This design comes from an exercise in tuning for small area on the open sky130 flow, not from production work.
In this exercise RTL edits were held to simulation tests only and were not proved equivalent to the original.

==> design.v <==
module ButtonSignal(clk_i, rst_i, key_i, signal_o);
  input clk_i;
  input rst_i;
  input [3:0] key_i;
  output reg [2:0] signal_o;
  reg [2:0] state;
  always@(posedge clk_i) begin
    if (rst_i) begin
      signal_o <= 3'b000;
      state <= 3'b000;
    end else
    if (state == 3'b000) begin
      case (key_i)
        4'b1110: begin
          state <= 3'b100;
          signal_o <= 3'b100;
        end
        4'b1101: begin
          state <= 3'b101;
          signal_o <= 3'b101;
        end
        4'b1011: begin
          state <= 3'b110;
          signal_o <= 3'b110;
        end
        4'b0111: begin
          state <= 3'b111;
          signal_o <= 3'b111;
        end
      endcase
    end else begin
      signal_o <= 3'b000;
      if (key_i == 4'b1111) begin
        state <= 3'b000;
      end
    end
  end
endmodule
module Settime(switch, switch_second, clk_i, rst_i, second_o);
	input switch;
	input [15:0] switch_second;
	input clk_i;
	input rst_i;
	output [31:0] second_o;
	reg state;
	reg [31:0] second;
	assign second_o = second;
	always@(posedge clk_i) begin
		if (rst_i) begin
			state <= 1'b0;
			second <= 32'b0;
		end else begin
		if (state == 1'b1) begin
                  second <= switch_second * 100;
		end
		state <= switch;
		end
	end
endmodule
module Timer(clk_i, rst_i, signal_i, second_o);
  input clk_i;
  input rst_i;
  input [2:0] signal_i;
  output [31:0] second_o;
  reg [31:0] counter;
  reg [1:0] state;
  reg [31:0] second;
  assign second_o = second;
  always@(posedge clk_i) begin
    if (rst_i) begin
      state <= 2'b00;
      counter <= 0;
      second <= 0;
    end else
    case (state)
      2'b00: begin
        case (signal_i)
          3'b111: begin
            state <= 2'b01;
          end
        endcase
      end
      2'b01: begin
        if (counter == 32'd1) begin
          counter <= 1;
          second  <= second + 1;
        end else begin
          counter <= counter + 1;
        end
        case (signal_i)
          3'b101: begin
            state <= 2'b00;
            counter <= 0;
            second  <= 0;
          end
          3'b111: begin
            state <= 2'b10;
          end
        endcase
      end
      2'b10: begin
        case (signal_i)
          3'b101: begin
            state <= 2'b00;
            counter <= 0;
            second  <= 0;
          end
          3'b111: begin
            state <= 2'b01;
          end
        endcase
      end
    endcase
  end
  endmodule
module Countdowner(clk_i, rst_i, second_in, signal_i, second_o);
  input clk_i;
  input rst_i;
  input [31:0] second_in;
  input [2:0] signal_i;
  output [31:0] second_o;
  reg [31:0] counter;
  reg [1:0] state;
  reg [31:0] second;
  assign second_o = second;
  always@(posedge clk_i) begin
    if (rst_i) begin
      state <= 2'b00;
      counter <= 0;
      second <= 0;
    end else
    case (state)
      2'b00: begin
        case (signal_i)
          3'b101: begin
            second <= second_in;
          end
          3'b111: begin
            state <= 2'b01;
          end
        endcase
      end
      2'b01: begin
        if (counter == 32'd1) begin
          counter <= 1;
          if (second != 32'b0) begin
            second  <= second - 1;
          end
        end else begin
          counter <= counter + 1;
        end
        case (signal_i)
          3'b101: begin
            state <= 2'b00;
            counter <= 0;
            second  <= second_in;
          end
          3'b111: begin
            state <= 2'b10;
          end
        endcase
      end
      2'b10: begin
        case (signal_i)
          3'b101: begin
            state <= 2'b00;
            counter <= 0;
            second  <= second_in;
          end
          3'b111: begin
            state <= 2'b01;
          end
        endcase
      end
    endcase
  end
  endmodule
module ShowTime(second_i, data_o);
  input      [31:0] second_i;
  output reg [127:0] data_o;
  reg [31:0] t;
  reg [7:0] i;
  always@(*) begin
    t = second_i;
    i = t / 360000;
    t = t % 360000;
    i = i % 100;
    data_o[7:0]  = 8'b00110000 + (i / 10);
    data_o[15:8] = 8'b00110000 + (i % 10);
    data_o[23:16] = 8'b00111010;
    i = t / 6000;
    t = t % 6000;
    data_o[31:24] = 8'b00110000 + (i / 10);
    data_o[39:32] = 8'b00110000 + (i % 10);
    data_o[47:40] = 8'b00111010;
    i = t / 100;
    t = t % 100;
    data_o[55:48] = 8'b00110000 + (i / 10);
    data_o[63:56] = 8'b00110000 + (i % 10);
    data_o[71:64] = 8'b00100010;
	i = t;
    data_o[79:72] = 8'b00110000 + (i / 10);
    data_o[87:80] = 8'b00110000 + (i % 10);
    data_o[127:88] = {5{8'b00100000}};
  end
endmodule
module Bin2dec(a_in , c_out);
  input [31:0] a_in;
  output [31:0] c_out;  
  reg [31:0] decnum;
  reg [31:0] result;
  reg [7:0] temp;
  assign c_out = result;
  always@(*) begin
    result = 32'b0;
    decnum = a_in;
    temp = decnum / 360000; decnum = decnum % 360000;
    result[31:28] = temp / 10; result[27:24] = temp % 10;
    temp = decnum / 6000; decnum = decnum % 6000;
    result[23:20] = temp / 10; result[19:16] = temp % 10;
    temp = decnum / 100; decnum = decnum % 100;
    result[15:12] = temp / 10; result[11:8] = temp % 10;
    result[7:4] = decnum / 10; result[3:0] = decnum % 10;
  end
 endmodule
module Display7seg(a_in, b_in, type_i, s_out);
  input [31:0] a_in;
  input [31:0] b_in;
  input type_i;
  output [63:0] s_out;  
  wire [31:0] c_in;
  wire [31:0] c_out;
  assign c_in = type_i ? b_in : a_in;
  Bin2dec bin2dec(
  	.a_in(c_in),
  	.c_out(c_out)
  );
  Seg7 seg7(
  	.c_in(c_out),
  	.s_out(s_out)
  );
endmodule
module Seg7_integer(a_in , s_out);
  input [3:0] a_in;
  output [7:0] s_out;
  reg [7:0] temp;
  assign s_out = temp;
  always @(*) begin
  	case (a_in)
  	  4'b0000: temp = 8'b00111111;
  	  4'b0001: temp = 8'b00000110;
  	  4'b0010: temp = 8'b01011011;
  	  4'b0011: temp = 8'b01001111;
  	  4'b0100: temp = 8'b01100110;
  	  4'b0101: temp = 8'b01101101;
  	  4'b0110: temp = 8'b01111101;
  	  4'b0111: temp = 8'b00100111;
  	  4'b1000: temp = 8'b01111111;
  	  4'b1001: temp = 8'b01101111;
  	  default: temp = 8'b00000000;
  	endcase
  end
endmodule
module Seg7(c_in , s_out);
  input [31:0] c_in;
  output [63:0] s_out;
  Seg7_integer seg7_1(
  	.a_in(c_in[31:28]),
  	.s_out(s_out[63:56])
  );
  Seg7_integer seg7_2(
  	.a_in(c_in[27:24]),
  	.s_out(s_out[55:48])
  );
  Seg7_integer seg7_3(
  	.a_in(c_in[23:20]),
  	.s_out(s_out[47:40])
  );
  Seg7_integer seg7_4(
  	.a_in(c_in[19:16]),
  	.s_out(s_out[39:32])
  );
  Seg7_integer seg7_5(
  	.a_in(c_in[15:12]),
  	.s_out(s_out[31:24])
  );
  Seg7_integer seg7_6(
    .a_in(c_in[11:8]),
    .s_out(s_out[23:16])
  );
  Seg7_integer seg7_7(
    .a_in(c_in[7:4]),
    .s_out(s_out[15:8])
  );
  Seg7_integer seg7_8(
    .a_in(c_in[3:0]),
    .s_out(s_out[7:0])
  );
endmodule
module LCDDisplay(clk_i, rst_i, func_i, data_i, en_o, func_o, data_o);
  input       clk_i;
  input       rst_i;
  input [2:0] func_i;
  input [127:0] data_i;  
  reg   [7:0] data_c [0:31];
  output reg en_o;
  output [1:0] func_o;
  output [7:0] data_o;
  reg [1:0] func_o_0;
  reg [1:0] func_o_1;
  assign func_o = func_o_0 | func_o_1;
  reg [7:0] data_o_0;
  reg [7:0] data_o_1;
  assign data_o = data_o_0 | data_o_1;
  integer   i;
  reg       state;
  reg [1:0] lcd_clr_state;
  integer   lcd_clr_cyc;
  reg [2:0] lcd_wrt_state;
  integer   lcd_wrt_cyc;
  reg [6:0] ddram_addr;
  integer   cursor_pos;
  always@(posedge clk_i) begin
    if (rst_i) begin
      for (i = 0; i < 31; i = i + 1) begin
        data_c[i] <= 8'b00100000;
      end
      en_o <= 0;
      func_o_0 <= 2'b00;
      func_o_1 <= 2'b00;
      data_o_0 <= 8'b0;
      data_o_1 <= 8'b0;
      lcd_clr_state <= 2'b00;
      lcd_wrt_state <= 3'b000;
      state <= 1'b0;
    end else
    if (state == 1'b0) begin
      case (func_i)
        3'b100: begin
          for (i = 0; i < 31; i = i + 1) begin
            data_c[i] <= 8'b00100000;
          end
          lcd_clr_state <= 2'b01;
          state <= 1'b1;
        end
        3'b110: begin
          for (i = 0; i < 16; i = i + 1) begin
            data_c[i + 16] <= data_c[i];
          end
          data_c[0] <= data_i[7:0];
          data_c[1] <= data_i[15:8];
          data_c[2] <= data_i[23:16];
          data_c[3] <= data_i[31:24];
          data_c[4] <= data_i[39:32];
          data_c[5] <= data_i[47:40];
          data_c[6] <= data_i[55:48];
          data_c[7] <= data_i[63:56];
          data_c[8] <= data_i[71:64];
          data_c[9] <= data_i[79:72];
          data_c[10] <= data_i[87:80];
          data_c[11] <= data_i[95:88];
          data_c[12] <= data_i[103:96];
          data_c[13] <= data_i[111:104];
          data_c[14] <= data_i[119:112];
          data_c[15] <= data_i[127:120];
          cursor_pos <= 0;
          ddram_addr <= 7'b0000000;
          lcd_wrt_state <= 3'b001;
          state <= 1'b1;
        end
      endcase
    end else begin
      case (lcd_clr_state)
        2'b00: begin
        end
        2'b01: begin
          en_o <= 1;
          func_o_0 <= 2'b00;
          data_o_0 <= 8'b00000001;
          lcd_clr_state <= 2'b10;
          lcd_clr_cyc <= 0;
        end
        2'b10: begin
          if (lcd_clr_cyc != 8000) begin
            if (lcd_clr_cyc == 20) begin
              en_o <= 0;
            end
            lcd_clr_cyc <= lcd_clr_cyc + 1;
          end else begin
			data_o_0 <= 8'b0;
			func_o_0 <= 2'b00;
            lcd_clr_state <= 2'b00;
            state <= 1'b0;
          end
        end
      endcase
      case (lcd_wrt_state)
        3'b000: begin
        end
        3'b001: begin
          if (ddram_addr == 7'h50) begin
			data_o_1 <= 8'b0;
			func_o_1 <= 2'b00;
            lcd_wrt_state <= 3'b000;
            state <= 1'b0;
          end else begin
			en_o <= 1;
            func_o_1 <= 2'b00;
            data_o_1 <= {1'b1, ddram_addr};
            if (ddram_addr == 7'h0F) begin
              ddram_addr <= 7'h40;
            end else begin
              ddram_addr <= ddram_addr + 7'b1;
            end
            lcd_wrt_state <= 3'b010;
            lcd_wrt_cyc <= 0;
          end
        end
        3'b010: begin
          if (lcd_wrt_cyc != 250) begin
            if (lcd_wrt_cyc == 20) begin
              en_o <= 0;
            end
            lcd_wrt_cyc <= lcd_wrt_cyc + 1;
          end else begin
            lcd_wrt_state <= 3'b011;
          end
        end
        3'b011: begin
		  en_o <= 1;
          func_o_1 <= 2'b10;
          data_o_1 <= data_c[cursor_pos];
          cursor_pos <= cursor_pos + 1;
          lcd_wrt_state <= 3'b100;
          lcd_wrt_cyc <= 0;
        end
        3'b100: begin
          if (lcd_wrt_cyc != 250) begin
            if (lcd_wrt_cyc == 20) begin
              en_o <= 0;
            end
            lcd_wrt_cyc <= lcd_wrt_cyc + 1;
          end else begin
            lcd_wrt_state <= 3'b001;
          end
        end
      endcase
    end
  end
endmodule
module TopLevel(clk,
  rst,
  key_in,
  switch_in,
  switch_second,
  type_in,
  s_out,
  LCD_ON,
  LCD_BLON,
  LCD_EN,
  LCD_RW,
  LCD_RS,
  LCD_DATA
);
	input [3:0] key_in;
        input clk; 
        input rst;  
        input switch_in;  
        input [15:0] switch_second;  
	input type_in;  
	output [63:0] s_out;
	wire [63:0] seg_o;
	assign s_out = ~seg_o;
        output LCD_ON, LCD_BLON, LCD_EN, LCD_RW, LCD_RS;
        output [7:0]  LCD_DATA;
        assign LCD_ON = 1;
        assign LCD_BLON = 1;
        wire [1:0] lcd_func;
        wire [7:0] lcd_data;
        assign LCD_RS = lcd_func[1];
        assign LCD_RW = lcd_func[0];
        assign LCD_DATA = lcd_data;
	wire [31:0] second;
	wire [31:0] second_tmp;
	wire [31:0] second_countdown;
	wire [2:0] key_press;
        wire slow_clk;
        assign slow_clk = clk;
	Timer timer(slow_clk, rst, key_press, second);
	Settime settime(switch_in, switch_second, clk, rst, second_tmp);
	Countdowner countdowner(slow_clk, rst, second_tmp, key_press, second_countdown);
	Display7seg display7seg(second, second_countdown, type_in, seg_o);
        wire [127:0] show_time;
        ShowTime showTime(second, show_time);
        LCDDisplay lcdDisplay(slow_clk, rst, key_press, show_time, LCD_EN, lcd_func, lcd_data);
        ButtonSignal buttonSignal(slow_clk, rst, key_in, key_press);
endmodule
==> run.sh <==
#!/bin/bash
# synth_recipe.tcl (not shown) runs the flow's synth.tcl, then flattens the netlist and writes it again
# the make line also repeats each setting of config.mk as NAME=value (left out here)
make -C /OpenROAD-flow-scripts/flow DESIGN_CONFIG=/design/flow/config.mk WORK_HOME=/design/flow/orfs CLKGATE_MAP_FILE= SYNTH_SCRIPT=/design/flow/synth_recipe.tcl finish
==> config.mk <==
export PLATFORM = sky130hd
export DESIGN_NAME = TopLevel
export DESIGN_NICKNAME = TopLevel
export VERILOG_FILES = /design/flow/design.v
export SDC_FILE = /design/flow/constraint.sdc
export NUM_CORES = 4
export LEC_CHECK = 0
export CAP_MARGIN = 20
export CORE_MARGIN = 2
export CORE_UTILIZATION = 40
export SLEW_MARGIN = 20
==> constraint.sdc <==
create_clock -name core_clock -period 50.0 [get_ports {clk}]
set_input_delay 10.0000 -clock core_clock [delete_from_list [all_inputs] [get_ports {clk}]]
set_output_delay 10.0000 -clock core_clock [all_outputs]
set_load 0.01 [all_outputs]
==> summary.txt <==
Post-synth ARST share 0%; antenna viol nets, final 0; utilization after layout 44.3%; Clock Tree Buf Depth 3; final RePlAce weighted congestion roughly 0.92; mux cell area share after synthesis under 10%; largest area contributor in the netlist dfxtp_1; startpoint types input port; FMAX 0.0206 GHz; Worst EP required 40,000 ps; nets around 7,000; fillers roughly 12,000; Clock Sinks approximately 380; DIE AREA about 130,000 sq um; period utilisation layout between 90% and 100%; Placeable Area about 120,000 sq um; chip width approximately 360 microns; DP Wirelength ~120,000 microns; initial antenna violation count 5; DP Area between 50,000 and 60,000 sq um; Area Overhead vs Synth 10.1%; Initial Util 40.2%; WL/cell 18.0 microns; Synth Area in XOR/XNOR 8.36%; post-synthesis adder-cell area fraction under 10%; aggregate global routing overflow 0; maxcap violations 0; CP arrival 38,580 ps; compound-cell area share of the yosys netlist about a third; max-slew violations 0; final hold vios 0; Ys Warns 9; Multi-input gate area around 40,000 sq um; Syn Std Cell Area a little under 50,000 sq um; Final Setup Violations 0; outcome complete, no violations; number of synthesized flops with an enable pin 76; largest cells by area after synthesis dfxtp_1 (12%), nor2_1 (5.7%), xnor2_1 (5.2%), nand2_1 (5.1%), a21oi_1 (5.1%); clk_skew between 50 and 60 ps; Seq/Total Area, Yosys around 17%; synth unique cells ~180; via density per instance a little over 6; DRT iter0 DRCs 4,958; post-route cell area ~55,000 sq um; Slowest cell on crit path or4b_1; Rows around 130; total CTS buffers 40; hold crit path type register to register; clk latency of the worst-skew pair slightly below 600 ps; CP Capture Type output port; WS Path Type input port to output port; num ports 101; syn avg cell area slightly above 7 sq um; CTS tree yes; clock slew at reported path FFs 60 ps; CP delay by family, top compound AO/OA/AOI/OAI gates; share of layout cells above drive strength 1 10.9%; largest family of logic cells by synthesized area compound AO/OA/AOI/OAI gates; # port buffers 89; CP max FO a little over 40; Post-synth top flop dfxtp_1; H-tree depth 2; clk root buf clkbuf_16; Slew @ Worst Pin between 1000 and 1500 ps; Crit path largest cell delay approximately 570 ps; relative slew slack between 10% and 20%; Via Count about 53,000; top-area cell type share of the netlist area between 10% and 20%; critical path buffer and inverter count 10; GRT Total Usage a little under a quarter; Min Clock Period, post-route 48,580 ps; setup tns final 0 ps; Synth Area in Simple Gates roughly 27%; FF/Latch Area around 8300 sq um; first-pass GRT wire length 249,000 microns; Detailed Route WL roughly 150,000 microns; largest net degree at the start of global routing 86; synthesized instance count approximately 6,900; Die Y ~360 microns; Residual DRC 0; TritonRoute pass-1 iters 8; most instantiated cells after synthesis nor2_1 (747), nand2_1 (669), a21oi_1 (501); most numerous cell in the Yosys netlist nor2_1; synthesis-stage register bit count between 300 and 400; vias in the first global route slightly below 50,000
## path summary, 6_finish.rpt
check | from | to | slack, ps | depth (start not counted)
hold / removal | lcdDisplay.data_c[17][0] | lcdDisplay.data_c[17][0] | 450 | 2
setup / recovery | type_in | s_out[4] | 1420 | 109
hold reg to reg | lcdDisplay.data_c[17][0] | lcdDisplay.data_c[17][0] | 450 | 2
setup reg to reg | timer.second[31] | lcdDisplay.data_c[10][6] | 15760 | 97
## state kept, by name (all words and copies together), names as in the netlist
register and cells:
lcdDisplay.data_c 122, countdowner.counter 32, countdowner.second 32, lcdDisplay.lcd_clr_cyc 32, lcdDisplay.lcd_wrt_cyc 32, timer.counter 32
timer.second 32, settime.second 21, lcdDisplay.data_o_1 8, lcdDisplay.ddram_addr 7, lcdDisplay.cursor_pos 5, buttonSignal.signal_o 3
buttonSignal.state 3, lcdDisplay.lcd_wrt_state 3, countdowner.state 2, lcdDisplay.lcd_clr_state 2, timer.state 2, lcdDisplay.data_o_0 1
lcdDisplay.en_o 1, lcdDisplay.func_o_1 1, lcdDisplay.state 1, settime.state 1
## per-stage QoR
stage	worst slack [ps]	cells	hold WS (ps)
after floorplan	4280	6865	431
after global placement	62.4	8426	438
after detailed placement	-411	8426	442
after CTS	76.2	8501	451
after global routing	-338	8516	467
final	1420	8519	450
## timing repair
action,CTS,global route
buffers inserted,2,14
endpoints found under the setup margin,7,28
gates resized for setup,8,133
cloned,0,1
pin swaps,0,12
hold endpoints to repair,0,0
hold buffers,0,0
## tightest hold or removal path: cells and delay by family, from the launching register on
kind / cells / cell delay [ps]
flip-flops: 1 / 310
AO/OA/AOI/OAI: 1 / 50
AND/OR/NAND/NOR: 1 / 50
## per-layer routing
metal / part of all wire (%) / track usage (%) / vias up
met5: 0 / 0 / -
met4: 2.0 / 5.44 / 0
met3: 5.2 / 1.85 / 225
met2: 47 / 38.7 / 1665
met1: 46 / 31.2 / 25046
li1: - / - / 25784
## kinds of logic after synthesis
group           after synthesis
simple gates               2765
mux                         182
other cells                   2
compound gates             2297
flops                       375
xor+xnor                    453
fa+ha+maj                   185
buf+inv                     595
## cell usage in the layout (no fill, tap or decap), drive strengths merged, types with 63 or more instances in the layout
cell	count
nand2	674
or2	64
inv	257
mux2i	134
xor2	139
or3	80
nor3	213
edfxtp	76
a211oi	112
and2	122
o211ai	107
a21oi	523
clkdlybuf4s50	87
dfxtp	299
a21o	85
nor2	752
o21ai	435
a31oi	99
xnor2	314
o31ai	73
buf	190
nand2b	63
nand3	310
nor4	92
nand4	96
and3	108
ha	145
a22oi	71
## area by class of cell
class / count / area share [%]
multi-input cells: 5896 / 72.6
flip-flops and latches: 375 / 15.1
repair buffers: 278 / 4.27
well taps: 1637 / 3.75
clock buffers: 56 / 2.17
inverters: 257 / 1.78
clock inverters: 17 / 0.319
diodes: 3 / 0.0138

-- port drivers added, routing unchanged --
No port has a modelled driver above. Below, the same layout with a new extraction and two added sets of constraints.
Step 1, drivers: a clkbuf_16 drives clk and a buf_2 each remaining input, both assumed.
Step 2 also shifts input and output timing later by t, the mid clock arrival at the registers, as if the neighbouring blocks saw the same clock.
Three values: no drivers, after step 1, after step 2; two values: the first two.
t, ns: 0.624
setup slack, ns: 1.415 / 1.366 / 1.366
hold slack, ns: 0.450 / 0.450 / 0.450
worst setup path at the end: input to output
pins driven straight from the clock port: 1
After both steps this run still meets setup and hold. For this run, drivers alone change the setup slack by -0.049 ns; drivers and shift together by -0.049 ns.
